This design comes from an exercise in tuning for small area on the open sky130 flow, not from production work. In this exercise RTL edits were held to simulation tests only and were not proved equivalent to the original. No activity file was given, so power comes from the tool's default toggle rates.

==> flow/design.v <==
module my_rand(clk,
               rnd_rst,
               seed0,
               num
              );
input clk;
input rnd_rst;
input [31:0]  seed0;
output [31:0] num;
reg [31:0] num;
reg [31:0] seed;
reg [31:0] seed1,seed2;
always @(posedge clk) begin
      seed <= seed0;
end
always @(posedge clk) begin
    num <= seed ^ seed1 ^ ~seed2;
end
reg [31:0] s1,s2;
always @(posedge clk) begin
  s1 = seed1;
  s2 = seed2;
  if(rnd_rst) begin
    seed1 <= 32'hab312def;
    seed2 <= 32'hcd975130;
  end else begin
	s1[31] = s2[00]|  ~s1[09]| s1[13];
	s1[30] =  ~seed[17]^  ~s1[06]|  ~s2[01];
	s1[29] = s1[08]^  ~seed[07]^ s1[03];
	s1[28] = s2[20]^ s1[02]&  ~s2[01];
	s1[27] =  ~s1[01]& seed[18]^  ~s1[13];
	s1[26] = seed[04]^ seed[16]|  ~s2[22];
	s1[25] =  ~s2[20]| s1[14]^  ~seed[05];
	s1[24] =  ~seed[04]^ seed[20]&  ~s1[22];
	s1[23] = seed[15]^  ~s2[07]^ s1[08];
	s1[22] = s2[05]| s1[13]^ s1[20];
	s1[21] =  ~s1[12]& seed[14]^  ~s1[16];
	s1[20] =  ~seed[11]^  ~s1[11]^ s2[01];
	s1[19] = s2[00]^ seed[08]^  ~s2[18];
	s1[18] =  ~s1[13]^ s2[08]^ s2[15];
	s1[17] =  ~seed[12]&  ~seed[16]| seed[15];
	s1[16] =  ~s2[14]|  ~s1[17]|  ~seed[20];
	s1[15] =  ~seed[18]&  ~s1[08]^ s2[07];
	s1[14] = seed[13]^  ~seed[15]^  ~s1[12];
	s1[13] = seed[10]^  ~s1[13]^  ~seed[22];
	s1[12] =  ~s2[07]& s2[03]& s2[01];
	s1[11] =  ~seed[06]^  ~s2[11]|  ~s1[02];
	s1[10] = s1[19]^ s1[03]^  ~s1[22];
	s1[09] = seed[15]^ s2[11]^  ~s1[10];
	s1[08] =  ~s1[15]^ s2[22]^ seed[07];
	s1[07] =  ~s1[10]&  ~s2[10]| seed[01];
	s1[06] =  ~s2[05]^  ~seed[16]^  ~s1[01];
	s1[05] = s1[22]&  ~s2[00]^ s1[07];
	s1[04] = seed[12]&  ~s1[15]^  ~seed[02];
	s1[03] =  ~s2[22]&  ~seed[12]|  ~s1[03];
	s1[02] = s2[17]^  ~s1[02]^  ~s1[21];
	s1[01] = s2[05]^  ~s2[09]^  ~seed[02];
	s1[00] = s1[31] ^ s2[16]^  ~s1[14];
	s2[31] =  ~s1[20]& s1[14]^ s1[18];
	s2[30] = s1[12]&  ~s1[04]^  ~seed[15];
	s2[29] =  ~s2[04]^ s1[02]| s1[02];
	s2[28] = s2[15]^  ~seed[10]| seed[15];
	s2[27] = s2[04]& seed[01]^ s1[18];
	s2[26] =  ~seed[09]^ s1[22]^  ~s1[20];
	s2[25] =  ~seed[08]|  ~seed[19]^  ~seed[02];
	s2[24] = seed[19]^ s1[09]|  ~seed[08];
	s2[23] = s1[21]^ s1[13]^  ~s2[02];
	s2[22] = s2[16]|  ~seed[03]|  ~s2[17];
	s2[21] = seed[07]| s1[20]^ s1[13];
	s2[20] =  ~s2[22]& seed[22]& s1[15];
	s2[19] = seed[06]& s2[04]^ s2[12];
	s2[18] = s2[21]^ s2[01]^  ~s2[21];
	s2[17] =  ~s1[00]^  ~seed[15]^ s2[08];
	s2[16] =  ~s2[21]^  ~s1[07]^  ~s1[06];
	s2[15] =  ~s2[20]^ seed[20]| s1[00];
	s2[14] =  ~s2[09]^ s2[18]^ s1[14];
	s2[13] =  ~seed[02]&  ~seed[08]^  ~s1[02];
	s2[12] =  ~seed[10]| s1[19]^  ~s2[03];
	s2[11] = seed[02]^  ~seed[15]^ seed[11];
	s2[10] = seed[15]^  ~s1[19]^  ~seed[03];
	s2[09] =  ~s2[14]^ s2[22]^  ~s1[06];
	s2[08] = seed[02]^ s1[21]|  ~s2[15];
	s2[07] =  ~s1[17]^ s1[03]^ s1[18];
	s2[06] =  ~seed[21]^ s1[16]^  ~s1[22];
	s2[05] = s2[20]^ s2[10]|  ~seed[09];
	s2[04] = s2[18]|  ~seed[21]^  ~seed[14];
	s2[03] = s2[14]^  ~s1[13]^  ~seed[10];
	s2[02] =  ~s2[06]|  ~seed[03]^  ~seed[15];
	s2[01] =  ~s2[03]^  ~seed[13]| s1[05];
	s2[00] =  ~s2[31] &  ~seed[15]&  ~s1[22];
	seed1 <= s1;
	seed2 <= s2;
  end
end
endmodule
module audio_driver( clk,
                     rst_n,
                     snd_sel,
                     audio_o
                   );
input clk;
input rst_n;
input wire[1:0] snd_sel;
output reg audio_o;
localparam MS_START = 14'd2298;
localparam MS_END   = 14'd1149;
reg  [13:0] timer_1ms;
reg  [3:0]  cycle_cnt;
reg  [3:0]  tm;
reg  [2:0]  state;
reg  [1:0]  kind;
wire msec = (timer_1ms == MS_END);
wire ms_fb = timer_1ms[13] ^ timer_1ms[11] ^ timer_1ms[1] ^ timer_1ms[0] ^ msec;
always @(posedge clk) begin
   if(!rst_n) timer_1ms <= MS_START;
   else       timer_1ms <= {timer_1ms[12:0], ms_fb};
end
wire [3:0] t1 = (kind == 2'd3) ? 4'd0 : 4'd3;
wire [3:0] t2 = (kind == 2'd3) ? 4'd2 : 4'd1;
wire [3:0] t3 = (kind == 2'd3) ? 4'd2 : 4'd0;
wire [3:0] t4 = (kind == 2'd3) ? 4'd2 : (kind == 2'd1) ? 4'd10 : 4'd0;
wire tz = (tm == 0);
always @(posedge clk) begin
  if(!rst_n) begin
     audio_o   <= 0;
     cycle_cnt <= 0;
     tm        <= 0;
     state     <= 0;
  end else if(snd_sel!=0 && state==0) begin
     cycle_cnt <= 10;
     state     <= 1;
     kind      <= snd_sel;
     tm        <= (snd_sel == 2'd3) ? 4'd0 : 4'd3;
  end else if(msec) begin
     case(state)
       3'd1: begin
                audio_o <= 1'b1;
                if (tz) begin state <= 2; tm <= t2; end
                else    tm <= tm - 4'd1;
             end
       3'd2: begin
                audio_o <= 1'b0;
                if (tz) begin
                   if (cycle_cnt == 0) begin
                      state <= 3; tm <= t3; cycle_cnt <= 10;
                   end else begin
                      state <= 1; tm <= t1; cycle_cnt <= cycle_cnt - 4'd1;
                   end
                end else tm <= tm - 4'd1;
             end
       3'd3: begin
                audio_o <= 1'b1;
                if (tz) begin state <= 4; tm <= t4; end
                else    tm <= tm - 4'd1;
             end
       3'd4: begin
                audio_o <= 1'b0;
                if (tz) begin
                   if (cycle_cnt == 0) begin
                      state <= 0; tm <= 0;
                   end else begin
                      state <= 3; tm <= t3; cycle_cnt <= cycle_cnt - 4'd1;
                   end
                end else tm <= tm - 4'd1;
             end
       default: ;
     endcase
  end
end
endmodule
module vid_score #(parameter NUM0_POS = 114, parameter NUM1_POS = 131)
                  (score0,
                   score1,
                   x,
                   y,
                   num
                  );
input  wire[3:0] score0;
input  wire[3:0] score1;
input  wire[7:0] x;
input  wire[7:0] y;
output wire      num;
wire [3:0] score = x[7] ? score1 : score0;
reg [6:0] seg;    
always @(*) begin
   case(score)
      4'd0: seg = 7'b1111110;
      4'd1: seg = 7'b0110000;
      4'd2: seg = 7'b1101101;
      4'd3: seg = 7'b1111001;
      4'd4: seg = 7'b0110011;
      4'd5: seg = 7'b1011011;
      4'd6: seg = 7'b1011111;
      4'd7: seg = 7'b1110000;
      4'd8: seg = 7'b1111111;
      4'd9: seg = 7'b1111011;
      default: seg = 7'b0000000;
   endcase
end
wire sa = seg[6], sb = seg[5], sc = seg[4], sd = seg[3], se = seg[2], sf = seg[1], sg = seg[0];
wire xl  = (x == NUM0_POS)   || (x == NUM1_POS);
wire xh  = (x == NUM0_POS+3) || (x == NUM1_POS+3);
wire xm  = (x == NUM0_POS+1) || (x == NUM0_POS+2) || (x == NUM1_POS+1) || (x == NUM1_POS+2);
wire yt  = (y == 19 || y == 20);             
wire ym  = (y == 25 || y == 26);             
wire yb  = (y == 31 || y == 32);             
wire yu  = (y >= 19 && y <= 26);             
wire yl  = (y >= 25 && y <= 32);             
wire horiz = (yt && sa) || (yb && sd);
assign num = ((xl || xm || xh) && horiz) ||
             ((xm || xh) && ym && sg) ||
             (xl && ((yu && sf) || (yl && se))) ||
             (xh && ((yu && sb) || (yl && sc)));
endmodule
module vid_timer16(clk,
                 rst_n,
                 vid_sync,
                 vid_time,
                 xstart,
                 x,
                 y
                 );
input           clk;
input           rst_n;
output reg      vid_sync;
output reg      vid_time;
output          xstart;
output [7:0]    x;
output [7:0]    y;
localparam T_FULL = 10'd939;    
localparam T_HALF = 10'd430;    
localparam T_ZERO = 10'd940;    
reg[9:0]  tq;
reg       fld;
reg[9:0]  hl;
reg       s1, s5;
reg       hs;
assign x = tq[9:2];
assign xstart = (tq == 10'd0);
assign y = hl[8:1];
wire t_full = (tq == T_FULL);
wire t_half = (tq == T_HALF);
wire t_zero = (tq == T_ZERO);
wire w_a = (tq >= 10'd941) && (tq <= 10'd1015);    
wire w_b = (tq >= 10'd431) && (tq <= 10'd505);     
wire w_c = (tq >= 10'd356) && (tq <= 10'd430);     
wire w_d = (tq >= 10'd865) && (tq <= 10'd939);     
wire half_sf = fld ? (hl >= 10'd504 && hl <= 10'd521) : (hl >= 10'd502 && hl <= 10'd519);
wire s15 = s1 | s5;
wire hp  = w_a || (w_b && half_sf);
wire h1p = w_c || (w_d && s15) || (w_b && s1);
wire hs_time = t_zero || (half_sf && t_half);
always @(posedge clk) begin
  vid_sync <= (~hs) ^ (hp && !s15) ^ (h1p && s15);
end
always @(posedge clk) begin
   if(rst_n==0) begin
      fld <= 1'b1;
      hl  <= 10'd504;
   end else if(t_full || t_half) begin
      if (hl == (fld ? 10'd525 : 10'd523)) begin
         fld <= ~fld;
         hl  <= 10'd0;
      end else begin
         hl  <= hl + 10'd1;
      end
   end
end
always @(posedge clk) begin
   if(rst_n==0) begin
      hs <= 1;
      s1 <= 0;
      s5 <= 0;
   end else begin
      hs <= s15;
      if (fld && hl == 10'd510) s1 <= 1'b1;       
      if (fld && hl == 10'd516) s1 <= 1'b0;       
      if (!fld && hl == 10'd509) s5 <= 1'b1;      
      if (!fld && hl == 10'd515) s5 <= 1'b0;      
   end
end
always @(posedge clk) begin
  if(rst_n==0) vid_time <= 0;
  else         vid_time <= ((hl <= 10'd502) || (fld && hl == 10'd503 && tq == 10'd431)) && !hp && !hs_time;
end
always @(posedge clk) begin
 if(rst_n==0)   tq <= T_ZERO;
 else           tq <= (tq==10'd1016) ? 10'h0 : tq+10'd1;
end
endmodule
module vid_driver(clk,
                  rst_n,
                  vid_time,
                  xstart,
                  x,
                  y,
                  padl0,
                  padl1,
                  vid,
                  audio_o,
                  DEMO_MODE,
                  serv_ball,
                  game_rst,
                  speed2
                 );
input  clk;
input  rst_n;
input  vid_time;
input  xstart;       
input  wire[7:0] x;
input  wire[7:0] y;
input  wire[7:0] padl0;
input  wire[7:0] padl1;
input  DEMO_MODE;
input  serv_ball;
input  game_rst;
input  speed2;
output reg vid;
output     audio_o;
localparam  X_L = 27;
localparam  X_R = 219;
localparam  Y_T = 17;
localparam  Y_B = 243;
localparam  BAR      = 124;
localparam  NUM0_POS = BAR-10;
localparam  NUM1_POS = BAR+7;
localparam  MISS     = 2'b01;
localparam  BOUNCE   = 2'b10;
localparam  HIT      = 2'b11;
localparam  DIR_STR  = 2'b00;
localparam  DIR_UP   = 2'b01;
localparam  DIR_DOWN = 2'b10;
localparam  DIR_NONE = 2'b11;
reg       GO_GAME;
reg       stop_game;
reg       winner;
reg [3:0] score0;
reg [3:0] score1;
reg [7:0] ballx;
reg       ballx_inc;    
reg [7:0] bally;
reg [1:0] bally_dir;    
reg       step2;        
reg [1:0] dir_cmd;      
reg [1:0] snd_pre;      
reg [1:0] snd_sel;
reg rst_n1, rst_n2, rst_n3, rst_n4, rst_n5, rst_n6, rst_n7;
always @(posedge clk) begin
  rst_n7 <= rst_n6;
  rst_n6 <= rst_n5;
  rst_n5 <= rst_n4;
  rst_n4 <= rst_n3;
  rst_n3 <= rst_n2;
  rst_n2 <= rst_n1;
  rst_n1 <= rst_n;
end
wire end_rst = rst_n3 & ~rst_n4;
reg  sof;
always @(posedge clk) sof <= vid_time && xstart && (y == 8'd0);
reg [7:0] pl0, pl1;
reg       ps0, ps1;
always @(posedge clk) begin
   if (sof) begin
      if (padl0 <= 17)       begin pl0 <= 8'd17;  ps0 <= 1'b1; end
      else if (padl0 <= 228) begin pl0 <= padl0;  ps0 <= 1'b0; end
      else                   begin pl0 <= 8'd229; ps0 <= 1'b1; end
      if (padl1 <= 17)       begin pl1 <= 8'd17;  ps1 <= 1'b1; end
      else if (padl1 <= 228) begin pl1 <= padl1;  ps1 <= 1'b0; end
      else                   begin pl1 <= 8'd229; ps1 <= 1'b1; end
   end
end
wire [7:0] plb = ballx[7] ? pl1 : pl0;
wire       psb = ballx[7] ? ps1 : ps0;
wire [8:0] bd  = {1'b0, bally} - {1'b0, plb};
wire hit  = ~bd[8] && (bd[7:4] == 4'd0) && !(psb && bd[3:0] == 4'd15);
wire top  = ~bd[8] && (bd[7:0] <= 8'd4);
wire bot  = hit && (bd[3:0] >= 4'd11);
wire [1:0] hdir = top ? DIR_UP : bot ? DIR_DOWN : DIR_STR;
wire [7:0] ply = x[7] ? pl1 : pl0;
wire       psy = x[7] ? ps1 : ps0;
wire [8:0] yd  = {1'b0, y} - {1'b0, ply};
wire yin = ~yd[8] && (yd[7:4] == 4'd0) && !(psy && yd[3:0] == 4'd15);
always @(posedge clk) begin
   if(!rst_n) begin
       GO_GAME <= 0;
   end else if (serv_ball) begin
       GO_GAME <= 1'b1;
   end else if (stop_game) begin
       GO_GAME <= 1'b0;
   end
end
wire go = GO_GAME | DEMO_MODE;
wire at_l = (ballx <= X_L);
wire at_r = (ballx >= X_R);
reg [1:0] pad_snd;
reg [1:0] pad_dir;
always @(*) begin
   pad_snd = 2'b00;
   pad_dir = DIR_NONE;
   if (!DEMO_MODE && !game_rst) begin
      if (at_l || at_r) begin
         pad_snd = hit ? HIT : MISS;
         if (hit) pad_dir = hdir;
      end
   end
end
always @(posedge clk) begin
   if(~rst_n || game_rst) begin
      score0    <= 0;
      score1    <= 0;
      stop_game <= 0;
      winner    <= 0;
   end else if (DEMO_MODE) begin
      stop_game <= 1'b0;
   end else begin
      if(serv_ball) stop_game <= 1'b0;
      if (at_l) begin
         if (hit) begin
            stop_game <= 1'b0;
         end else begin
            if(stop_game==0 && winner==0 && score1!=9) score1 <= score1+1;
            if(score1==9) winner <= 1;
            stop_game <= 1'b1;
         end
      end
      if (at_r) begin
         if (hit) begin
            stop_game <= 1'b0;
         end else begin
            if(stop_game==0 && winner==0 && score0!=9) score0 <= score0+1;
            if(score0==9) winner <= 1;
            stop_game <= 1'b1;
         end
      end
   end
end
reg [1:0] wall_snd;
reg [1:0] wall_dir;
wire serve = (DEMO_MODE && end_rst) || !go;
wire x_bounce = ballx_inc ? at_r : at_l;
wire x_up     = ballx_inc ^ x_bounce;
wire y_top    = (bally <= Y_T);
wire y_bot    = (bally >= Y_B);
wire y_up     = bally_dir[1] ? !y_bot : y_top;    
wire [7:0] x_delta = {{6{~x_up}}, step2 | ~x_up, ~step2};
wire [7:0] y_delta = {{6{~y_up}}, step2 | ~y_up, ~step2};
always @(*) begin
   wall_snd = 2'b00;
   wall_dir = DIR_NONE;
   if (serve) begin
      case (rnd_data[9:8])
         2'b00: wall_dir = DIR_NONE;
         2'b01: wall_dir = DIR_UP;
         2'b10: wall_dir = DIR_DOWN;
         2'b11: wall_dir = DIR_STR;
      endcase
   end else if (sof) begin
      if (x_bounce) wall_snd = BOUNCE;
      if (bally_dir == 2'b01 && y_top) begin
         wall_snd = BOUNCE;
         wall_dir = DIR_DOWN;
      end
      if (bally_dir == 2'b10 && y_bot) begin
         wall_snd = BOUNCE;
         wall_dir = DIR_UP;
      end
   end
end
always @(posedge clk) begin
   if (rst_n) begin
      if (serve) begin
         ballx     <= 8'd124;
         step2     <= speed2;
         ballx_inc <= ~rnd_data[13];
         bally     <= rnd_data[6:0] + 8'd67;
      end else if (sof) begin
         ballx <= ballx + x_delta;
         if (x_bounce) ballx_inc <= ~ballx_inc;
         if (bally_dir == 2'b01 || bally_dir == 2'b10) bally <= bally + y_delta;
      end
   end
end
wire [1:0] next_cmd = (pad_dir == DIR_UP   || wall_dir == DIR_UP)   ? DIR_UP :
                      (pad_dir == DIR_DOWN || wall_dir == DIR_DOWN) ? DIR_DOWN :
                      (pad_dir == DIR_STR  || wall_dir == DIR_STR)  ? DIR_STR : DIR_NONE;
always @(posedge clk) begin
   if (~rst_n) begin
      dir_cmd   <= DIR_NONE;
      snd_pre   <= 2'b00;
      snd_sel   <= 2'b00;
      bally_dir <= 2'b00;
   end else begin
      dir_cmd   <= next_cmd;
      snd_pre   <= (pad_snd != 2'b00) ? pad_snd : wall_snd;
      snd_sel   <= snd_pre;
      if (dir_cmd != DIR_NONE) bally_dir <= dir_cmd;
   end
end
reg xlr8_pix;    
always @(posedge clk) begin
   xlr8_pix <= ( y==80 &&                              (x>=79 && x<=90 )) ||
               ((y==81 || y==82 || y==101|| y==102) && (x==91 || x==102)) ||
               ((y==83 || y==84 || y==99 || y==100) && (x==92 || x==101)) ||
               ((y==85 || y==86 || y==97 || y==98 ) && (x==93 || x==100)) ||
               ((y==87 || y==88 || y==95 || y==96 ) && (x==94 || x==99)) ||
               ((y==89 || y==90 || y==93 || y==94 ) && (x==95 || x==98)) ||
               ((y==91 || y==92)                    && (x==96 || x==97) ) ||
               (x>=110 && x<=119 && y==102) || (x==110 && y >=80 && y<= 102) ||
               (x>=130 && x<=138 && y==80)   || (x==130 && y >=80 && y<=102) ||
               (x>=130 && x<=138 && y==91)   || (x==139 && y >=81 && y<= 90) ||
               (x==133 && (y==91  || y==92)) || (x==134 && (y==93 || y==94)) ||
               (x==135 && (y==95  || y==96)) || (x==136 && (y==97 || y==98)) ||
               (x==137 && (y==99  || y==100))|| (x==138 && (y==101 || y==102)) ||
               ((x>=139 && x<=151) && y==102) ||
               ((x>=144 && x<=150)  && (y==85 || y==92 || y==99)) ||
               ((x==143 || x==151)  && y>=86 && y<=91) ||
               ((x==143 || x==151)  && y>=93 && y<=98);
end
wire num;
vid_score #(.NUM0_POS (NUM0_POS), .NUM1_POS (NUM1_POS)) scores (.score0(score0), .score1(score1), .x(x), .y(y), .num(num));
wire pad  = (x==25 || x==26 || x==221 || x==222) && yin;
wire [8:0] byd = {1'b0, y} - {1'b0, bally};
wire bar  = (x==BAR) && (y>=18 && y<=243);
wire ball = go && (x==ballx) && (byd[8:1] == 8'd0);
reg pix;
always @(posedge clk) begin
   pix <= vid_time && (pad || bar || (winner && xlr8_pix) || (rst_n && (num || ball)));
end
always @(posedge clk) begin
   if(!rst_n) vid <= 0;
   else       vid <= pix;
end
reg [31:0]  new_sd;
wire[31:0]  rnd_data;
always @(posedge clk) begin
  if(rst_n==0 && rst_n4==1) new_sd <= 82582568;
  else                      new_sd <= {rnd_data[30:0], rnd_data[31]};
end
wire rnd_rst = (~rst_n1 & rst_n2) | (~rst_n2 & rst_n3) | (~rst_n3 & rst_n4) |
               (~rst_n4 & rst_n5) | (~rst_n5 & rst_n6) | (~rst_n6 & rst_n7);
my_rand gen_rnd(.clk     (clk),
                .rnd_rst (rnd_rst),
                .seed0   (new_sd),
                .num     (rnd_data)
               );
audio_driver audio(.clk     (clk),
                   .rst_n   (rst_n),
                   .snd_sel (snd_sel),
                   .audio_o (audio_o)
                  );
endmodule
module pong16 (sys_clk,
               rst_n,
               dm_sel,
               ramadr,
               ramwe,
               ramre,
               dbus_in,
               vid_sync_o,
               vid_o,
               audio_o
              );
input            sys_clk;
input            rst_n;
input wire       dm_sel;
input wire       ramwe;
input wire       ramre;
input wire [7:0] ramadr;
input [7:0]      dbus_in;
output      vid_sync_o;
output      vid_o;
output      audio_o;
localparam PAD0_ADDR  = 8'hE0;
localparam PAD1_ADDR  = 8'hE1;
localparam PNGCR_ADDR = 8'hE2;
wire vid_sync;
wire vid;
reg vid_sync_o;
reg vid_o;
reg[7:0]  PAD0;
reg[7:0]  PAD1;
reg       DEMO_MODE;
reg[3:0]  serv_ball_cnt;
reg[3:0]  game_rst_cnt;
reg       speed2;
wire wsel = dm_sel & ramwe & (ramadr[7:2] == 6'b111000);
wire pad0_we  = wsel & (ramadr[1:0] == 2'd0);
wire pad1_we  = wsel & (ramadr[1:0] == 2'd1);
wire pngcr_we = wsel & (ramadr[1:0] == 2'd2);
always @(posedge sys_clk) begin
  if(!rst_n)       PAD0 <= 100;
  else if(pad0_we) PAD0 <= dbus_in;
end
always @(posedge sys_clk) begin
  if(!rst_n)       PAD1 <= 100;
  else if(pad1_we) PAD1 <= dbus_in;
end
localparam PULSE_START = 4'd6;
localparam PULSE_LAST  = 4'd8;
wire serv_ball = |serv_ball_cnt;
always @(posedge sys_clk) begin
  if(!rst_n)                      serv_ball_cnt <= 4'd0;
  else if(pngcr_we && dbus_in[1]) serv_ball_cnt <= PULSE_START;
  else                            serv_ball_cnt <= {serv_ball_cnt[2:0], (serv_ball_cnt[3] ^ serv_ball_cnt[2]) & (serv_ball_cnt != PULSE_LAST)};
end
wire game_rst = |game_rst_cnt;
always @(posedge sys_clk) begin
  if(!rst_n)                      game_rst_cnt <= 4'd0;
  else if(pngcr_we && dbus_in[0]) game_rst_cnt <= PULSE_START;
  else                            game_rst_cnt <= {game_rst_cnt[2:0], (game_rst_cnt[3] ^ game_rst_cnt[2]) & (game_rst_cnt != PULSE_LAST)};
end
always @(posedge sys_clk) begin
  if(!rst_n) begin
     speed2    <= 1'b0;
     DEMO_MODE <= 1'b1;
  end else if(pngcr_we) begin
     speed2    <= dbus_in[4];
     DEMO_MODE <= dbus_in[7];
  end
end
localparam CNT_START = 10'd732;
localparam CNT_FALL  = 10'd838;
localparam CNT_RISE  = 10'd690;
localparam CNT_LAST  = 10'd512;
reg [9:0] cntr;
reg       rst_na;
always @(posedge sys_clk) begin
  if(~rst_n) cntr <= CNT_START;
  else       cntr <= {cntr[8:0], (cntr[9] ^ cntr[6]) & (cntr != CNT_LAST)};
end
always @(posedge sys_clk) begin
  if(~rst_n)                  rst_na <= 1'b1;
  else if(cntr == CNT_FALL)   rst_na <= 1'b0;
  else if(cntr == CNT_RISE)   rst_na <= 1'b1;
end
always @(posedge sys_clk) begin
  vid_sync_o <= vid_sync;
  vid_o <= vid;
end
wire [7:0] x, y;
wire       vid_time;
wire       xstart;
vid_timer16 v_timer(.clk       (sys_clk),
                    .rst_n     (rst_na),
                    .vid_sync  (vid_sync),
                    .vid_time  (vid_time),
                    .xstart    (xstart),
                    .x         (x),
                    .y         (y)
                   );
vid_driver v_drvr(.clk        (sys_clk),
                  .rst_n      (rst_na),
                  .vid_time   (vid_time),
                  .xstart     (xstart),
                  .x          (x),
                  .y          (y),
                  .vid        (vid),
                  .audio_o    (audio_o),
                  .padl0      (PAD0),
                  .padl1      (PAD1),
                  .DEMO_MODE  (DEMO_MODE),
                  .serv_ball  (serv_ball),
                  .game_rst   (game_rst),
                  .speed2     (speed2)
                 );
endmodule
==> flow/flow/run.sh <==
#!/bin/bash
# Layout flow: the standard synthesis, then the combinational logic
# re-mapped by ABC for area (the registers, their names and cell types are
# left as the standard synthesis made them), then the standard layout.
set -euo pipefail
W=$(pwd)
R=$W/orfs/results/$FLOW_PLATFORM/pong16/base
LIB=$FLOW_HOME/platforms/$FLOW_PLATFORM/lib/sky130_fd_sc_hd__tt_025C_1v80.lib
YOSYS=$FLOW_HOME/../tools/install/yosys/bin/yosys
[ -x "$YOSYS" ] || YOSYS=$(command -v yosys)

# 1. standard synthesis
bash standard.sh "$R/1_2_yosys.v" > "$W/flow_synth.log" 2>&1

# 2. re-map the combinational logic
DONT=$(sed -n '/DONT_USE_CELLS += /,/^$/p' "$FLOW_HOME/platforms/$FLOW_PLATFORM/config.mk" \
       | grep -o 'sky130_fd_sc_hd__[a-z0-9_]*' | sed 's/^/-dont_use /' | tr '\n' ' ')
FLOPS=$(grep -o '^ *sky130_fd_sc_hd__[a-z0-9_]*' "$R/1_2_yosys.v" | sort -u | grep -E 'df|dl|sdf|edf' | tr '\n' ' ')
cp "$R/1_2_yosys.v" "$W/std_synth.v"
sed -e "s#@LIB@#$LIB#g" -e "s#@DONT@#$DONT#g" -e "s#@FLOPS@#$FLOPS#g" \
    -e "s#@IN@#$W/std_synth.v#g" -e "s#@OUT@#$W/reabc.v#g" -e "s#@TOP@#$FLOW_TOP#g" \
    "$W/flow/reabc.ys.in" > "$W/reabc.ys"
"$YOSYS" -s "$W/reabc.ys" > "$W/flow_reabc.log" 2>&1
cp "$W/reabc.v" "$R/1_2_yosys.v"

# 3. the rest of the standard layout, with smaller port buffers and a
# clock tree of clkbuf_4 without dummy loads
export BUFFER_PORTS_ARGS="-buffer_cell sky130_fd_sc_hd__buf_1"
export CTS_ARGS="-sink_clustering_enable -repair_clock_nets -sink_clustering_size 10 -sink_clustering_max_diameter 50 -buf_list sky130_fd_sc_hd__clkbuf_4 -dont_use_dummy_load"
bash standard.sh "$@" > "$W/flow_layout.log" 2>&1
==> flow/flow/reabc.ys.in <==
read_liberty -ignore_miss_func -ignore_miss_dir @LIB@
read_verilog @IN@
hierarchy -top @TOP@
blackbox @FLOPS@
flatten
hierarchy -top @TOP@
opt_clean
tee -o std_stat.txt stat
abc -liberty @LIB@ @DONT@ -script +strash;dch,-f;amap,-F,2;topo
opt_clean -purge
hilomap -singleton -hicell sky130_fd_sc_hd__conb_1 HI -locell sky130_fd_sc_hd__conb_1 LO
insbuf -buf sky130_fd_sc_hd__buf_1 A X
read_liberty -lib -ignore_miss_dir @LIB@
tee -o reabc_stat.txt stat -liberty @LIB@
check -assert -mapped
write_verilog -noattr -nohex -nodec @OUT@
==> flow/standard.sh <==
#!/bin/bash
# synth_recipe.tcl (not shown) runs the flow's synth.tcl, then flattens the netlist and writes it again
# the make line also repeats each setting of config.mk as NAME=value (left out here)
make -C /OpenROAD-flow-scripts/flow DESIGN_CONFIG=/design/flow/config.mk WORK_HOME=/design/flow/orfs CLKGATE_MAP_FILE= SYNTH_SCRIPT=/design/flow/synth_recipe.tcl "${@:-finish}"
==> flow/config.mk <==
export PLATFORM = sky130hd
export DESIGN_NAME = pong16
export DESIGN_NICKNAME = pong16
export VERILOG_FILES = /design/flow/design.v
export SDC_FILE = /design/flow/constraint.sdc
export NUM_CORES = 4
export LEC_CHECK = 0
export CAP_MARGIN = 5
export CORE_MARGIN = 2
export CORE_UTILIZATION = 70
export SLEW_MARGIN = 5
==> flow/constraint.sdc <==
create_clock -name core_clock -period 10.0 [get_ports {sys_clk}]
set_input_delay 2.0000 -clock core_clock [delete_from_list [all_inputs] [get_ports {sys_clk}]]
set_output_delay 2.0000 -clock core_clock [all_outputs]
set_load 0.01 [all_outputs]
==> impl_metrics.prom, run 1 <==
# TYPE chip_impl_metric gauge
chip_impl_info{name="status",value="finished clean"} 1
chip_impl_metric{name="dr.pass1.iters",unit=""} 7
chip_impl_metric{name="htree_depth",unit=""} 2
chip_impl_metric{name="yosysWarnings",unit=""} 6
chip_impl_metric{name="setup.reg_to_reg.worst_slack",unit="ns"} 5.12
chip_impl_metric{name="final_cell_count_no_fill",unit=""} 2030
chip_impl_metric{name="grtUsageTotal",unit="%"} 34.2
chip_impl_metric{name="timing.critical_path.buf_inv",unit=""} 3
chip_impl_metric{name="leakagePower",unit="nW"} 5.17
chip_impl_metric{name="clock_path_buffers",unit=""} 3
chip_impl_info{name="worst_path_max_delay_cell",value="sky130_fd_sc_hd__o311ai_0"} 1
chip_impl_metric{name="layout_min_cycle_time",unit="ns"} 4.88
chip_impl_metric{name="clock_skew",unit="ns"} 0.0888
chip_impl_metric{name="critical_path.max_stage_delay",unit="ns"} 0.92
chip_impl_metric{name="net_count_after_synthesis",unit=""} 1715
chip_impl_metric{name="initial_antenna_violation_count",unit=""} 1
chip_impl_metric{name="power_per_cell_area",unit="nW/um^2"} 262
chip_impl_info{name="critical_path_class",value="reg -> reg"} 1
chip_impl_metric{name="max-cap-violations",unit=""} 0
chip_impl_metric{name="reg2reg_depth",unit=""} 17
chip_impl_metric{name="largest_net_degree_at_the_start_of_global_routing",unit=""} 41
chip_impl_info{name="timing.hold.worst_endpoint",value="vid_sync_o$_DFF_P_"} 1
chip_impl_info{name="hp-class",value="reg -> reg"} 1
chip_impl_metric{name="maxClockFrequency",unit="GHz"} 0.205
chip_impl_metric{name="numPortBuffers",unit=""} 22
chip_impl_metric{name="post_syn_area",unit="sq um"} 13700
chip_impl_metric{name="critPathArrivalTime",unit="ns"} 5.28
chip_impl_info{name="timing.critical_path.cells",value="clkinv_1 -> nor3_1 -> o311ai_0 -> clkinv_1 -> nor2_1 -> clkinv_1 -> nor3_1 -> o21bai_1 -> o21ai_0 -> o21ai_0 -> nor2_1 -> a21oi_1 -> o22ai_1 -> nand3_1 -> o211ai_1 -> xor2_1 -> nor2_1"} 1
chip_impl_metric{name="netlist_instances",unit=""} 1694
chip_impl_metric{name="die_area",unit="sq um"} 20700
chip_impl_metric{name="timing_max_transition_violations_final",unit=""} 0
chip_impl_metric{name="worst_skew_pair.late_latency",unit="ns"} 0.69
chip_impl_metric{name="maxSlewHeadroom",unit="%"} 26.9
chip_impl_info{name="clk_root_buffer_cell",value="sky130_fd_sc_hd__clkbuf_4"} 1
chip_impl_metric{name="final_net_count",unit=""} 1787
chip_impl_metric{name="place_inst",unit=""} 1989
chip_impl_metric{name="dpl_worst_slack",unit="ns"} 5.27
chip_impl_info{name="layout_commonest_cell",value="sky130_fd_sc_hd__nor2_1"} 1
chip_impl_metric{name="clkSinkCount",unit=""} 319
chip_impl_metric{name="total_power",unit="W"} 0.00380
chip_impl_metric{name="post_cts_resize_count",unit=""} 0
chip_impl_info{name="crit_family",value="compound AO/OA/AOI/OAI gates"} 1
chip_impl_info{name="tritoncts",value="built"} 1
chip_impl_metric{name="final_core_utilization",unit="%"} 75.1
chip_impl_info{name="timing.critical_path.to_type",value="flop"} 1
chip_impl_info{name="layout_common_cells",value="sky130_fd_sc_hd__nor2_1, sky130_fd_sc_hd__dfxtp_1, sky130_fd_sc_hd__clkinv_1"} 1
chip_impl_metric{name="drt_drc_violations_left",unit=""} 0
chip_impl_metric{name="global_route_wire_length_before_repair",unit="um"} 56400
chip_impl_metric{name="report.final.hold_viol_count",unit=""} 0
chip_impl_metric{name="dp_hpwl",unit="um"} 26100
chip_impl_metric{name="timing.final.ws_setup",unit="ns"} 5.12
chip_impl_info{name="timing.rr.end",value="v_drvr.ballx[7]$_SDFFCE_PN0P_"} 1
chip_impl_metric{name="grt_overflow_total",unit=""} 0
chip_impl_metric{name="fin_setup_tns",unit="ns"} 0
chip_impl_metric{name="ant_nets",unit=""} 0
chip_impl_metric{name="clk_transition_reported_paths",unit="ns"} 0.10
chip_impl_metric{name="power.net_switching",unit="W"} 0.00149
chip_impl_metric{name="postSynthAreaPerCell",unit="sq um"} 8.10
chip_impl_metric{name="core",unit="sq um"} 19300
chip_impl_metric{name="internal-power",unit="W"} 0.00231
chip_impl_info{name="regToRegStartpoint",value="v_drvr.ballx[3]$_SDFFCE_PN1P_"} 1
chip_impl_metric{name="first_iter_violations",unit=""} 1228
chip_impl_info{name="hp_start",value="v_timer.vid_sync$_DFF_P_"} 1
chip_impl_metric{name="critical_path_required",unit="ns"} 10.41
chip_impl_metric{name="comb_pwr_share",unit="%"} 32.3
chip_impl_metric{name="drt-wirelength-per-cell",unit="um"} 17.4
chip_impl_metric{name="timing.critical_path.fanout_max",unit=""} 10
chip_impl_metric{name="finalCritPeriodShare",unit="%"} 48.8
chip_impl_metric{name="starting_density",unit="%"} 71.0
chip_impl_metric{name="number_of_global_route_vias_before_repair",unit=""} 11675
chip_impl_metric{name="worst_ir_drop_vdd",unit="uV"} 233
chip_impl_metric{name="hold_path_depth",unit=""} 0
chip_impl_metric{name="gp_congestion",unit=""} 1.04
chip_impl_metric{name="setup_violations",unit=""} 0
chip_impl_info{name="rsz0062_at_grt",value="false"} 1
chip_impl_metric{name="detailroute.via_count",unit=""} 12776
chip_impl_metric{name="p_clk_share",unit="%"} 15.3
chip_impl_metric{name="drive_gt1_share",unit="%"} 2.83
chip_impl_metric{name="power_switching_share",unit="%"} 39.3
chip_impl_metric{name="worst-slew-pin-transition",unit="ns"} 1.08
chip_impl_metric{name="drt-total-wl",unit="um"} 35300
chip_impl_metric{name="die-height",unit="um"} 144
chip_impl_metric{name="std_cell_rows",unit=""} 51
chip_impl_metric{name="vias_per_cell",unit=""} 6.29
chip_impl_metric{name="die_x",unit="um"} 144
chip_impl_metric{name="seqPwrFrac",unit="%"} 52.4
chip_impl_metric{name="post_cts_buffers",unit=""} 0
chip_impl_metric{name="area_growth_syn_to_layout",unit="%"} 5.72
chip_impl_metric{name="cts_buffers",unit=""} 40
chip_impl_info{name="category_of_the_worst_setup_path_launch_point",value="flop"} 1
chip_impl_metric{name="postCtsHoldBufs",unit=""} 0
chip_impl_metric{name="top_level_ports",unit=""} 24
==> power groups by stage <==
stage	sequential (W)	clock, W	combinational [W]
2_1_floorplan	0.00191	0	0.000873
3_3_place_gp	0.00199	0	0.00114
3_5_place_dp	0.00201	0	0.00119
4_1_cts	0.00198	0.000586	0.00120
5_1_grt	0.00203	0.000631	0.00138
6_report	0.00199	0.000580	0.00123
==> how the worst max path moves through the flow <==
stage / startpoint / to / slack (ns) / cells after the start
floorplan: v_drvr.rst_n4$_DFF_P_ / v_drvr.gen_rnd.seed2[12]$_SDFF_PP1_ / 4.84 / 4
global placement: v_drvr.ballx[3]$_SDFFCE_PN1P_ / v_drvr.ballx[7]$_SDFFCE_PN0P_ / 5.38 / 17
detailed placement: v_drvr.ballx[3]$_SDFFCE_PN1P_ / v_drvr.ballx[7]$_SDFFCE_PN0P_ / 5.27 / 17
CTS: v_drvr.ballx[3]$_SDFFCE_PN1P_ / v_drvr.ballx[7]$_SDFFCE_PN0P_ / 5.24 / 17
global route: v_drvr.ballx[3]$_SDFFCE_PN1P_ / v_drvr.ballx[7]$_SDFFCE_PN0P_ / 4.66 / 17
finish: v_drvr.ballx[3]$_SDFFCE_PN1P_ / v_drvr.ballx[7]$_SDFFCE_PN0P_ / 5.12 / 17
==> sequential cells by signal (all words and copies together), names as in the netlist, 10 cells and up <==
signal,count
v_drvr.gen_rnd.num,32
v_drvr.gen_rnd.seed1,32
v_drvr.gen_rnd.seed2,32
v_drvr.gen_rnd.seed,32
v_drvr.new_sd,32
v_drvr.audio.timer_1ms,14
cntr,10
v_timer.hl,10
v_timer.tq,10
==> routing by layer <==
| layer | GRT usage [%] | vias up | share of wire, % |
|---|---|---|---|
| met1 | 47.0 | 5815 | 43 |
| met3 | 6.16 | 109 | 9.7 |
| met5 | 0 | - | 0 |
| met2 | 54.6 | 665 | 45 |
| li1 | - | 6187 | - |
| met4 | 12.4 | 0 | 2.8 |
==> final cells by class <==
class | instances | area, sq um
Inverter | 218 | 818
Multi-Input combinational cell | 1157 | 6150
Sequential cell | 319 | 6770
Antenna cell | 1 | 2.50
Tap cell | 265 | 332
Timing Repair Buffer | 30 | 143
Fill cell | 1502 | 4820
Clock buffer | 40 | 300
==> metrics by stage <==
step	cell area, sq um	hold WS, ns
after floorplan	13700	0.310
after global placement	14200	0.310
after detailed placement	14200	0.312
after CTS	14500	0.326
after global routing	14500	0.328
final	14500	0.323
==> run 2: changes to the inputs <==
--- a/flow/flow/run.sh
+++ b/flow/flow/run.sh
@@ -26,5 +26,5 @@
 # 3. the rest of the standard layout, with smaller port buffers and a
 # clock tree of clkbuf_4 without dummy loads
 export BUFFER_PORTS_ARGS="-buffer_cell sky130_fd_sc_hd__buf_1"
-export CTS_ARGS="-sink_clustering_enable -repair_clock_nets -sink_clustering_size 10 -sink_clustering_max_diameter 50 -buf_list sky130_fd_sc_hd__clkbuf_4 -dont_use_dummy_load"
+export CTS_ARGS="-sink_clustering_enable -repair_clock_nets -sink_clustering_size 8 -sink_clustering_max_diameter 40 -buf_list sky130_fd_sc_hd__clkbuf_4 -dont_use_dummy_load"
 bash standard.sh "$@" > "$W/flow_layout.log" 2>&1
--- a/flow/config.mk
+++ b/flow/config.mk
@@ -7,5 +7,5 @@
 export LEC_CHECK = 0
 export CAP_MARGIN = 5
 export CORE_MARGIN = 2
-export CORE_UTILIZATION = 70
+export CORE_UTILIZATION = 55
 export SLEW_MARGIN = 5
==> run 2 against run 1 <==
Utilization is 15 points lower. Final area is 1.1% higher. Critical path type unchanged. Critical path depth stayed put. Maximum frequency is 1.3% lower. Clock power is 9.7% higher. Synthesized cell count stayed put. Worst hold slack worse by 0.012 ns. Sequential power hardly changed. Global-route usage is 7.1 points lower. Clock skew is 0.025 ns lower. Register-to-register slack worse by 0.06 ns.
==> impl_metrics.prom, run 2 <==
# TYPE chip_impl_metric gauge
chip_impl_metric{name="max-cap-violations",unit=""} 0
chip_impl_metric{name="numPortBuffers",unit=""} 22
chip_impl_metric{name="area_growth_syn_to_layout",unit="%"} 6.90
chip_impl_metric{name="clock_skew",unit="ns"} 0.0639
chip_impl_metric{name="starting_density",unit="%"} 56.3
chip_impl_metric{name="cts_buffers",unit=""} 51
chip_impl_metric{name="std_cell_rows",unit=""} 57
chip_impl_info{name="layout_commonest_cell",value="sky130_fd_sc_hd__nor2_1"} 1
chip_impl_metric{name="worst-slew-pin-transition",unit="ns"} 1.14
chip_impl_metric{name="clk_transition_reported_paths",unit="ns"} 0.09
chip_impl_metric{name="initial_antenna_violation_count",unit=""} 2
chip_impl_metric{name="timing_max_transition_violations_final",unit=""} 0
chip_impl_info{name="hp-class",value="reg -> reg"} 1
chip_impl_info{name="clk_root_buffer_cell",value="sky130_fd_sc_hd__clkbuf_4"} 1
chip_impl_metric{name="core",unit="sq um"} 24400
chip_impl_metric{name="grtUsageTotal",unit="%"} 27.1
chip_impl_metric{name="drt_drc_violations_left",unit=""} 0
chip_impl_metric{name="die_x",unit="um"} 162
chip_impl_metric{name="maxSlewHeadroom",unit="%"} 23.3
chip_impl_metric{name="largest_net_degree_at_the_start_of_global_routing",unit=""} 41
chip_impl_metric{name="netlist_instances",unit=""} 1694
chip_impl_metric{name="clock_path_buffers",unit=""} 3
chip_impl_metric{name="drt-total-wl",unit="um"} 34900
chip_impl_metric{name="comb_pwr_share",unit="%"} 31.3
chip_impl_metric{name="post_syn_area",unit="sq um"} 13700
chip_impl_info{name="regToRegStartpoint",value="v_drvr.ballx[3]$_SDFFCE_PN1P_"} 1
chip_impl_metric{name="postSynthAreaPerCell",unit="sq um"} 8.10
chip_impl_metric{name="number_of_global_route_vias_before_repair",unit=""} 11452
chip_impl_metric{name="p_clk_share",unit="%"} 16.7
chip_impl_metric{name="multi_input_comb_area",unit="sq um"} 6150
chip_impl_metric{name="seqPwrFrac",unit="%"} 52.0
chip_impl_metric{name="layout_min_cycle_time",unit="ns"} 4.94
chip_impl_metric{name="worst_ir_drop_vdd",unit="uV"} 209
chip_impl_info{name="endpoint",value="v_drvr.ballx[7]$_SDFFCE_PN0P_"} 1
chip_impl_metric{name="final_net_count",unit=""} 1798
chip_impl_info{name="layout_common_cells",value="sky130_fd_sc_hd__nor2_1, sky130_fd_sc_hd__dfxtp_1, sky130_fd_sc_hd__clkinv_1"} 1
chip_impl_metric{name="setup.reg_to_reg.worst_slack",unit="ns"} 5.06
chip_impl_metric{name="ant_nets",unit=""} 0
chip_impl_info{name="rsz0062_at_grt",value="false"} 1
chip_impl_metric{name="htree_depth",unit=""} 2
chip_impl_metric{name="n_fill_cell",unit=""} 2239
chip_impl_metric{name="report.final.hold_viol_count",unit=""} 0
chip_impl_metric{name="post_cts_buffers",unit=""} 0
chip_impl_metric{name="power_per_cell_area",unit="nW/um^2"} 260
chip_impl_metric{name="finalCritPeriodShare",unit="%"} 49.4
chip_impl_info{name="category_of_the_worst_setup_path_launch_point",value="flop"} 1
chip_impl_metric{name="dp_hpwl",unit="um"} 25900
chip_impl_metric{name="first_iter_violations",unit=""} 1123
chip_impl_metric{name="vias_per_cell",unit=""} 5.82
chip_impl_info{name="critical_path_class",value="reg -> reg"} 1
chip_impl_metric{name="post_cts_resize_count",unit=""} 0
chip_impl_metric{name="maxClockFrequency",unit="GHz"} 0.202
chip_impl_metric{name="reg2reg_depth",unit=""} 17
chip_impl_metric{name="dr.pass1.iters",unit=""} 7
chip_impl_metric{name="die_area",unit="sq um"} 26200
chip_impl_metric{name="critical_path_required",unit="ns"} 10.38
chip_impl_info{name="tritoncts",value="built"} 1
chip_impl_metric{name="total_power",unit="W"} 0.00381
chip_impl_metric{name="yosysWarnings",unit=""} 6
chip_impl_info{name="timing.rr.end",value="v_drvr.ballx[7]$_SDFFCE_PN0P_"} 1
chip_impl_metric{name="setup_violations",unit=""} 0
chip_impl_metric{name="drive_gt1_share",unit="%"} 3.44
chip_impl_info{name="setup.worst_path.start",value="v_drvr.ballx[3]$_SDFFCE_PN1P_"} 1
chip_impl_metric{name="sequential_cell_area",unit="sq um"} 6770
chip_impl_metric{name="global_route_wire_length_before_repair",unit="um"} 57600
chip_impl_metric{name="fin_setup_tns",unit="ns"} 0
chip_impl_metric{name="gp_congestion",unit=""} 0.930
chip_impl_metric{name="critPathArrivalTime",unit="ns"} 5.32
chip_impl_metric{name="worst_skew_pair.late_latency",unit="ns"} 0.68
chip_impl_metric{name="power_switching_share",unit="%"} 38.3
chip_impl_metric{name="clkSinkCount",unit=""} 319
chip_impl_metric{name="drt-wirelength-per-cell",unit="um"} 16.6
chip_impl_metric{name="timing.critical_path.fanout_max",unit=""} 10
chip_impl_metric{name="leakagePower",unit="nW"} 5.22
chip_impl_metric{name="power.net_switching",unit="W"} 0.00146
chip_impl_metric{name="internal-power",unit="W"} 0.00235
chip_impl_metric{name="top_level_ports",unit=""} 24
chip_impl_info{name="timing.critical_path.to_type",value="flop"} 1
chip_impl_metric{name="die-height",unit="um"} 162
chip_impl_metric{name="detailroute.via_count",unit=""} 12232
chip_impl_info{name="status",value="finished clean"} 1
chip_impl_metric{name="grt_overflow_total",unit=""} 0
chip_impl_metric{name="net_count_after_synthesis",unit=""} 1715
chip_impl_metric{name="postCtsHoldBufs",unit=""} 0
run 2: routing by layer:
metal	global-route usage (%)	part of all wire, %
met1	38.4	47
met2	42.0	42
met3	4.67	7.4
met4	9.73	3.1
met5	0	0
run 2: cell type report:
| class | count | area share [%] |
|---|---|---|
| multi-input combinational | 1157 | 41.9 |
| inverter | 218 | 5.58 |
| tap | 324 | 2.76 |
| timing repair buffer | 30 | 0.972 |
| antenna | 3 | 0.0512 |
| sequential | 319 | 46.1 |
| clock buffer | 51 | 2.61 |
run 2: critical path, cell delays in order (launching register included):
cell                       delay (ns)
sky130_fd_sc_hd__edfxtp_1        0.44
sky130_fd_sc_hd__clkinv_1        0.12
sky130_fd_sc_hd__nor3_1          0.08
sky130_fd_sc_hd__o311ai_0        0.96
sky130_fd_sc_hd__clkinv_1        0.37
sky130_fd_sc_hd__nor2_1          0.58
sky130_fd_sc_hd__clkinv_1        0.42
sky130_fd_sc_hd__nor3_1          0.31
sky130_fd_sc_hd__o21bai_1        0.19
sky130_fd_sc_hd__o21ai_0         0.12
sky130_fd_sc_hd__o21ai_0         0.12
sky130_fd_sc_hd__nor2_1          0.08
sky130_fd_sc_hd__a21oi_1         0.21
sky130_fd_sc_hd__o22ai_1         0.18
sky130_fd_sc_hd__nand3_1         0.14
sky130_fd_sc_hd__o211ai_1        0.11
sky130_fd_sc_hd__xor2_1          0.20
sky130_fd_sc_hd__nor2_1          0.05
run 2: worst min-delay path by stage:
stage / slack (ns) / depth (start not counted) / to / start
finish: 0.31 / 0 / vid_o$_DFF_P_ / v_drvr.vid$_SDFF_PN0_
global route: 0.33 / 0 / vid_sync_o$_DFF_P_ / v_timer.vid_sync$_DFF_P_
CTS: 0.32 / 0 / v_drvr.rst_n5$_DFF_P_ / v_drvr.rst_n4$_DFF_P_
detailed placement: 0.31 / 0 / v_drvr.gen_rnd.seed[5]$_DFF_P_ / v_drvr.new_sd[5]$_SDFF_PP1_
global placement: 0.31 / 0 / v_drvr.gen_rnd.seed[19]$_DFF_P_ / v_drvr.new_sd[19]$_SDFF_PP1_
floorplan: 0.31 / 0 / v_drvr.gen_rnd.seed[0]$_DFF_P_ / v_drvr.new_sd[0]$_SDFF_PP0_
run 2: metrics by stage:
| step | setup WS [ns] | cell area [sq um] | hold slack, ns | utilization, % | instances |
|---|---|---|---|---|---|
| after floorplan | 4.84 | 13700 | 0.310 | - | 1694 |
| after global placement | 5.28 | 14300 | 0.310 | 58.6 | 2048 |
| after detailed placement | 5.27 | 14300 | 0.312 | 58.6 | 2048 |
| after CTS | 5.21 | 14700 | 0.322 | 60.1 | 2099 |
| after global routing | 4.61 | 14700 | 0.330 | 60.2 | 2102 |
| final | 5.06 | 14700 | 0.311 | 60.2 | 2102 |
run 2: power groups by stage:
stage	Sequential, W	Combinational [W]	Clock (W)
after floorplan	0.00191	0.000873	0
after global placement	0.00200	0.00117	0
after detailed placement	0.00200	0.00117	0
after CTS	0.00198	0.00118	0.000660
after global routing	0.00203	0.00136	0.000713
final	0.00198	0.00120	0.000636
==> run 3: changes to the inputs <==
==> flow/flow/run.sh (replaced) <==
#!/bin/bash
# Layout flow: the standard synthesis, then the combinational logic
# re-mapped by ABC for area (the registers, their names and cell types are
# left as the standard synthesis made them; of a few area-mapping scripts the
# one with the smallest cell area is kept), then the standard layout with
# smaller port buffers and a clock tree of clkbuf_4 without dummy loads.
set -euo pipefail
W=$(pwd)
R=$W/orfs/results/$FLOW_PLATFORM/pong16/base
LIB=$FLOW_HOME/platforms/$FLOW_PLATFORM/lib/sky130_fd_sc_hd__tt_025C_1v80.lib
YOSYS=$FLOW_HOME/../tools/install/yosys/bin/yosys
[ -x "$YOSYS" ] || YOSYS=$(command -v yosys)

# 1. standard synthesis
bash standard.sh "$R/1_2_yosys.v" > "$W/flow_synth.log" 2>&1

# 2. re-map the combinational logic
DONT=$(sed -n '/DONT_USE_CELLS += /,/^$/p' "$FLOW_HOME/platforms/$FLOW_PLATFORM/config.mk" \
       | grep -o 'sky130_fd_sc_hd__[a-z0-9_]*' | sed 's/^/-dont_use /' | tr '\n' ' ')
FLOPS=$(grep -o '^ *sky130_fd_sc_hd__[a-z0-9_]*' "$R/1_2_yosys.v" | sort -u | grep -E 'df|dl|sdf|edf' | tr '\n' ' ')
cp "$R/1_2_yosys.v" "$W/std_synth.v"
best=""; best_area=""
i=0
for SCRIPT in "strash;dch,-f;amap,-F,2;topo" \
              "strash;dch,-f;amap,-F,2,-E,0;topo" \
              "strash;dc2;dch,-f;amap,-F,2;topo" \
              "strash;balance;rewrite,-z;refactor,-z;rewrite,-z;dch,-f;amap,-F,2;topo"; do
  i=$((i+1))
  sed -e "s#@LIB@#$LIB#g" -e "s#@DONT@#$DONT#g" -e "s#@FLOPS@#$FLOPS#g" \
      -e "s#@IN@#$W/std_synth.v#g" -e "s#@OUT@#$W/reabc_$i.v#g" -e "s#@TOP@#$FLOW_TOP#g" \
      -e "s#@SCRIPT@#$SCRIPT#g" -e "s#@STAT@#reabc_stat_$i.txt#g" \
      "$W/flow/reabc.ys.in" > "$W/reabc_$i.ys"
  if "$YOSYS" -s "$W/reabc_$i.ys" > "$W/flow_reabc_$i.log" 2>&1; then
    a=$(awk '/Chip area for module/ {print $NF}' "$W/reabc_stat_$i.txt")
    echo "script $i ($SCRIPT): area $a" >> "$W/flow_reabc_choice.log"
    if [ -z "$best_area" ] || awk -v a="$a" -v b="$best_area" 'BEGIN{exit !(a<b)}'; then
      best=$i; best_area=$a
    fi
  fi
done
echo "kept script $best: area $best_area" >> "$W/flow_reabc_choice.log"
cp "$W/reabc_$best.v" "$R/1_2_yosys.v"

# 3. the rest of the standard layout
export BUFFER_PORTS_ARGS="-buffer_cell sky130_fd_sc_hd__buf_1"
export CTS_ARGS="-sink_clustering_enable -repair_clock_nets -sink_clustering_size 10 -sink_clustering_max_diameter 50 -buf_list sky130_fd_sc_hd__clkbuf_4 -dont_use_dummy_load"
bash standard.sh "$@" > "$W/flow_layout.log" 2>&1
==> flow/flow/reabc.ys.in (replaced) <==
read_liberty -ignore_miss_func -ignore_miss_dir @LIB@
read_verilog @IN@
hierarchy -top @TOP@
blackbox @FLOPS@
flatten
hierarchy -top @TOP@
opt_clean
tee -o std_stat.txt stat
abc -liberty @LIB@ @DONT@ -script +@SCRIPT@
opt_clean -purge
hilomap -singleton -hicell sky130_fd_sc_hd__conb_1 HI -locell sky130_fd_sc_hd__conb_1 LO
insbuf -buf sky130_fd_sc_hd__buf_1 A X
read_liberty -lib -ignore_miss_dir @LIB@
tee -o @STAT@ stat -liberty @LIB@
check -assert -mapped
write_verilog -noattr -nohex -nodec @OUT@
==> run 3 against run 2 <==
Still clean. Wire length increased by 1.3%. Highest routed layer unchanged. Worst setup slack improved by 0.55 ns. Via count is 1.2% higher. Largest power group unchanged.
==> impl_metrics.prom, run 3 <==
# TYPE chip_impl_metric gauge
chip_impl_metric{name="maxClockFrequency",unit="GHz"} 0.228
chip_impl_metric{name="layout_min_cycle_time",unit="ns"} 4.39
chip_impl_info{name="status",value="finished clean"} 1
chip_impl_metric{name="clkSinkCount",unit=""} 319
chip_impl_metric{name="worst_ir_drop_vdd",unit="uV"} 194
chip_impl_metric{name="core",unit="sq um"} 24300
chip_impl_metric{name="globalRouteMet3Util",unit="%"} 4.44
chip_impl_metric{name="placement_stage_cell_area",unit="sq um"} 14200
chip_impl_metric{name="met2_usage",unit="%"} 41.9
chip_impl_metric{name="yosysWarnings",unit=""} 6
chip_impl_metric{name="clock_skew",unit="ns"} 0.0663
chip_impl_metric{name="grtUsageMet1",unit="%"} 39.2
chip_impl_metric{name="final_net_count",unit=""} 1766
chip_impl_metric{name="postCtsHoldBufs",unit=""} 0
chip_impl_info{name="critical_path_class",value="reg -> reg"} 1
chip_impl_metric{name="dp_hpwl",unit="um"} 25800
chip_impl_metric{name="detailroute.via_count",unit=""} 12374
chip_impl_metric{name="worst-slew-pin-transition",unit="ns"} 1.11
chip_impl_metric{name="comb_pwr_share",unit="%"} 31.7
chip_impl_metric{name="sequential_cell_area",unit="sq um"} 6770
chip_impl_metric{name="net_count_after_synthesis",unit=""} 1696
chip_impl_metric{name="internal-power",unit="W"} 0.00230
chip_impl_metric{name="global_route_wire_length_before_repair",unit="um"} 57000
chip_impl_info{name="hp_start",value="v_drvr.new_sd[9]$_SDFF_PP0_"} 1
chip_impl_metric{name="power_switching_share",unit="%"} 38.7
chip_impl_metric{name="die_x",unit="um"} 161
chip_impl_metric{name="report.final.hold_viol_count",unit=""} 0
chip_impl_metric{name="ant_nets",unit=""} 0
chip_impl_metric{name="post_cts_resize_count",unit=""} 0
chip_impl_metric{name="initial_antenna_violation_count",unit=""} 1
chip_impl_metric{name="worst_skew_pair.late_latency",unit="ns"} 0.65
chip_impl_metric{name="top_level_ports",unit=""} 24
chip_impl_metric{name="critPathArrivalTime",unit="ns"} 4.90
chip_impl_metric{name="place_inst",unit=""} 2027
chip_impl_metric{name="die_area",unit="sq um"} 26000
chip_impl_metric{name="setup.reg_to_reg.worst_slack",unit="ns"} 5.61
chip_impl_info{name="category_of_the_worst_setup_path_launch_point",value="flop"} 1
chip_impl_info{name="clk_root_buffer_cell",value="sky130_fd_sc_hd__clkbuf_4"} 1
chip_impl_metric{name="maxSlewHeadroom",unit="%"} 25.9
chip_impl_info{name="regToRegStartpoint",value="v_drvr.ballx[7]$_SDFFCE_PN0P_"} 1
chip_impl_info{name="timing.critical_path.to_type",value="flop"} 1
chip_impl_info{name="layout_commonest_cell",value="sky130_fd_sc_hd__nand2_1"} 1
chip_impl_metric{name="grtUsageTotal",unit="%"} 27.2
chip_impl_metric{name="postSynthAreaPerCell",unit="sq um"} 8.13
chip_impl_metric{name="fin_hold_ws",unit="ns"} 0.309
chip_impl_metric{name="numPortBuffers",unit=""} 22
chip_impl_metric{name="cts_buffers",unit=""} 40
chip_impl_metric{name="vias_per_cell",unit=""} 5.98
chip_impl_metric{name="htree_depth",unit=""} 2
chip_impl_metric{name="drt-wirelength-per-cell",unit="um"} 17.1
chip_impl_info{name="rsz0062_at_grt",value="false"} 1
chip_impl_info{name="timing.hold.worst_endpoint",value="v_drvr.gen_rnd.seed[9]$_DFF_P_"} 1
chip_impl_metric{name="drt-total-wl",unit="um"} 35400
chip_impl_info{name="tritoncts",value="built"} 1
chip_impl_metric{name="p_clk_share",unit="%"} 15.4
chip_impl_metric{name="number_of_global_route_vias_before_repair",unit=""} 11281
chip_impl_metric{name="total_power",unit="W"} 0.00374
chip_impl_metric{name="leakagePower",unit="nW"} 5.51
chip_impl_metric{name="power_per_cell_area",unit="nW/um^2"} 259
chip_impl_info{name="layout_common_cells",value="sky130_fd_sc_hd__nand2_1, sky130_fd_sc_hd__dfxtp_1, sky130_fd_sc_hd__clkinv_1"} 1
chip_impl_metric{name="std_cell_rows",unit=""} 57
chip_impl_metric{name="clock_path_buffers",unit=""} 3
chip_impl_metric{name="gp_congestion",unit=""} 0.956
chip_impl_metric{name="multi_input_comb_area",unit="sq um"} 6040
chip_impl_metric{name="post_cts_buffers",unit=""} 0
chip_impl_metric{name="first_iter_violations",unit=""} 1310
chip_impl_metric{name="setup_violations",unit=""} 0
chip_impl_metric{name="max-cap-violations",unit=""} 0
chip_impl_metric{name="post_syn_area",unit="sq um"} 13600
chip_impl_metric{name="drive_gt1_share",unit="%"} 2.75
chip_impl_metric{name="area_growth_syn_to_layout",unit="%"} 6.28
chip_impl_metric{name="final_cell_count_no_fill",unit=""} 2068
chip_impl_metric{name="drt_drc_violations_left",unit=""} 0
chip_impl_metric{name="grt_overflow_total",unit=""} 0
chip_impl_metric{name="n_fill_cell",unit=""} 2248
chip_impl_metric{name="hold_path_depth",unit=""} 0
chip_impl_metric{name="clk_transition_reported_paths",unit="ns"} 0.11
chip_impl_metric{name="starting_density",unit="%"} 56.0
chip_impl_metric{name="seqPwrFrac",unit="%"} 52.9
chip_impl_metric{name="critical_path_required",unit="ns"} 10.51
chip_impl_metric{name="reg2reg_depth",unit=""} 21
chip_impl_metric{name="timing.critical_path.fanout_max",unit=""} 14
chip_impl_info{name="hp-class",value="reg -> reg"} 1
chip_impl_metric{name="finalCritPeriodShare",unit="%"} 43.9
chip_impl_metric{name="largest_net_degree_at_the_start_of_global_routing",unit=""} 46
chip_impl_metric{name="power.net_switching",unit="W"} 0.00145
chip_impl_metric{name="timing_max_transition_violations_final",unit=""} 0
chip_impl_metric{name="fin_setup_tns",unit="ns"} 0
chip_impl_info{name="gr-max-usage-layer",value="met2"} 1
chip_impl_metric{name="dr.pass1.iters",unit=""} 8
chip_impl_metric{name="die-height",unit="um"} 161
chip_impl_metric{name="netlist_instances",unit=""} 1675
chip_impl_metric{name="stdcell_area",unit="sq um"} 14500
chip_impl_info{name="timing.rr.end",value="v_drvr.score1[3]$_SDFFE_PP0P_"} 1
## run 3: how the worst max path moves through the flow
stage	startpoint	to	slack (ns)	depth (start not counted)
global route	v_drvr.ballx[7]$_SDFFCE_PN0P_	v_drvr.ballx[7]$_SDFFCE_PN0P_	5.16	16
global placement	v_drvr.ballx[7]$_SDFFCE_PN0P_	v_drvr.ballx[7]$_SDFFCE_PN0P_	5.87	16
CTS	v_drvr.ballx[7]$_SDFFCE_PN0P_	v_drvr.score1[3]$_SDFFE_PP0P_	5.74	21
finish	v_drvr.ballx[7]$_SDFFCE_PN0P_	v_drvr.score1[3]$_SDFFE_PP0P_	5.61	21
detailed placement	v_drvr.ballx[7]$_SDFFCE_PN0P_	v_drvr.score1[3]$_SDFFE_PP0P_	5.80	21
floorplan	v_drvr.rst_n3$_DFF_P_	v_drvr.gen_rnd.seed2[0]$_SDFF_PP0_	5.88	7
## run 3: critical path: stages (launching register included)
cell,delay (ns)
sky130_fd_sc_hd__edfxtp_1,0.65
sky130_fd_sc_hd__clkinv_1,0.51
sky130_fd_sc_hd__o22ai_1,0.31
sky130_fd_sc_hd__nand2_1,0.12
sky130_fd_sc_hd__or2_0,0.25
sky130_fd_sc_hd__nand2_1,0.09
sky130_fd_sc_hd__nor2_1,0.05
sky130_fd_sc_hd__a21oi_1,0.20
sky130_fd_sc_hd__nand2_1,0.07
sky130_fd_sc_hd__o21ai_0,0.17
sky130_fd_sc_hd__nand2_1,0.10
sky130_fd_sc_hd__o21ai_0,0.09
sky130_fd_sc_hd__nand3_1,0.09
sky130_fd_sc_hd__o2111ai_1,0.25
sky130_fd_sc_hd__clkinv_1,0.18
sky130_fd_sc_hd__nor3_1,0.35
sky130_fd_sc_hd__nand2_1,0.17
sky130_fd_sc_hd__nor2_1,0.18
sky130_fd_sc_hd__nand2_1,0.11
sky130_fd_sc_hd__nand2_1,0.07
sky130_fd_sc_hd__o21ai_0,0.07
sky130_fd_sc_hd__and3_1,0.18
## run 3: per-stage QoR
step / setup WS, ns / util [%]
after floorplan: 5.88 / -
after global placement: 5.87 / 58.3
after detailed placement: 5.80 / 58.3
after CTS: 5.74 / 59.5
after global routing: 5.16 / 59.5
final: 5.61 / 59.5
## run 3: cell type report
cell class	count	share of cell area, %
diodes	1	0.0173
clock buffers	40	2.07
inverters	221	5.73
multi-input cells	1135	41.7
flip-flops and latches	319	46.8
well taps	324	2.80
repair buffers	28	0.882
## run 3: routing by layer
metal | share of wire [%] | up-vias
li1 | - | 6159
met1 | 46 | 5619
met2 | 43 | 517
met3 | 8.2 | 79
met4 | 2.6 | 0
met5 | 0 | -
## run 3: power groups by stage
stage	clock [W]	combinational [W]	sequential (W)
after floorplan	0	0.000861	0.00190
final	0.000577	0.00119	0.00198
after global placement	0	0.00114	0.00200
after detailed placement	0	0.00115	0.00200
after global routing	0.000653	0.00133	0.00203
after CTS	0.000603	0.00116	0.00197

==> separate check: timing with driven ports <==
The results above use ideal ports. As a check the final layouts listed here were re-extracted and re-timed, cells and wires unchanged. Step 1, drivers: a clkbuf_16 drives sys_clk and a buf_2 each remaining input, both assumed. Step 2 adds t to the input delays and takes it off the output delays; t is the mean of the earliest and latest rising clock arrival at the registers after step 1. Input paths then give back, and output paths get back, about the clock's delay inside the block. Three values: ideal ports, drivers, drivers and shift; two values: the first two.
run | t (ns) | slack for setup (ns) | clock arrival spread, ns | worst register clock-pin slew, ns | cell pins on the clock port's net
run 1 | 0.692 | 5.124 / 5.124 / 5.124 | 0.091 / 0.091 | 0.11 / 0.11 | 1
run 2 | 0.696 | 5.059 / 5.059 / 5.059 | 0.078 / 0.079 | 0.10 / 0.10 | 1
run 3 | 0.674 | 5.608 / 5.608 / 5.608 | 0.089 / 0.089 | 0.12 / 0.12 | 1
After both steps setup and hold are still met in every run listed.
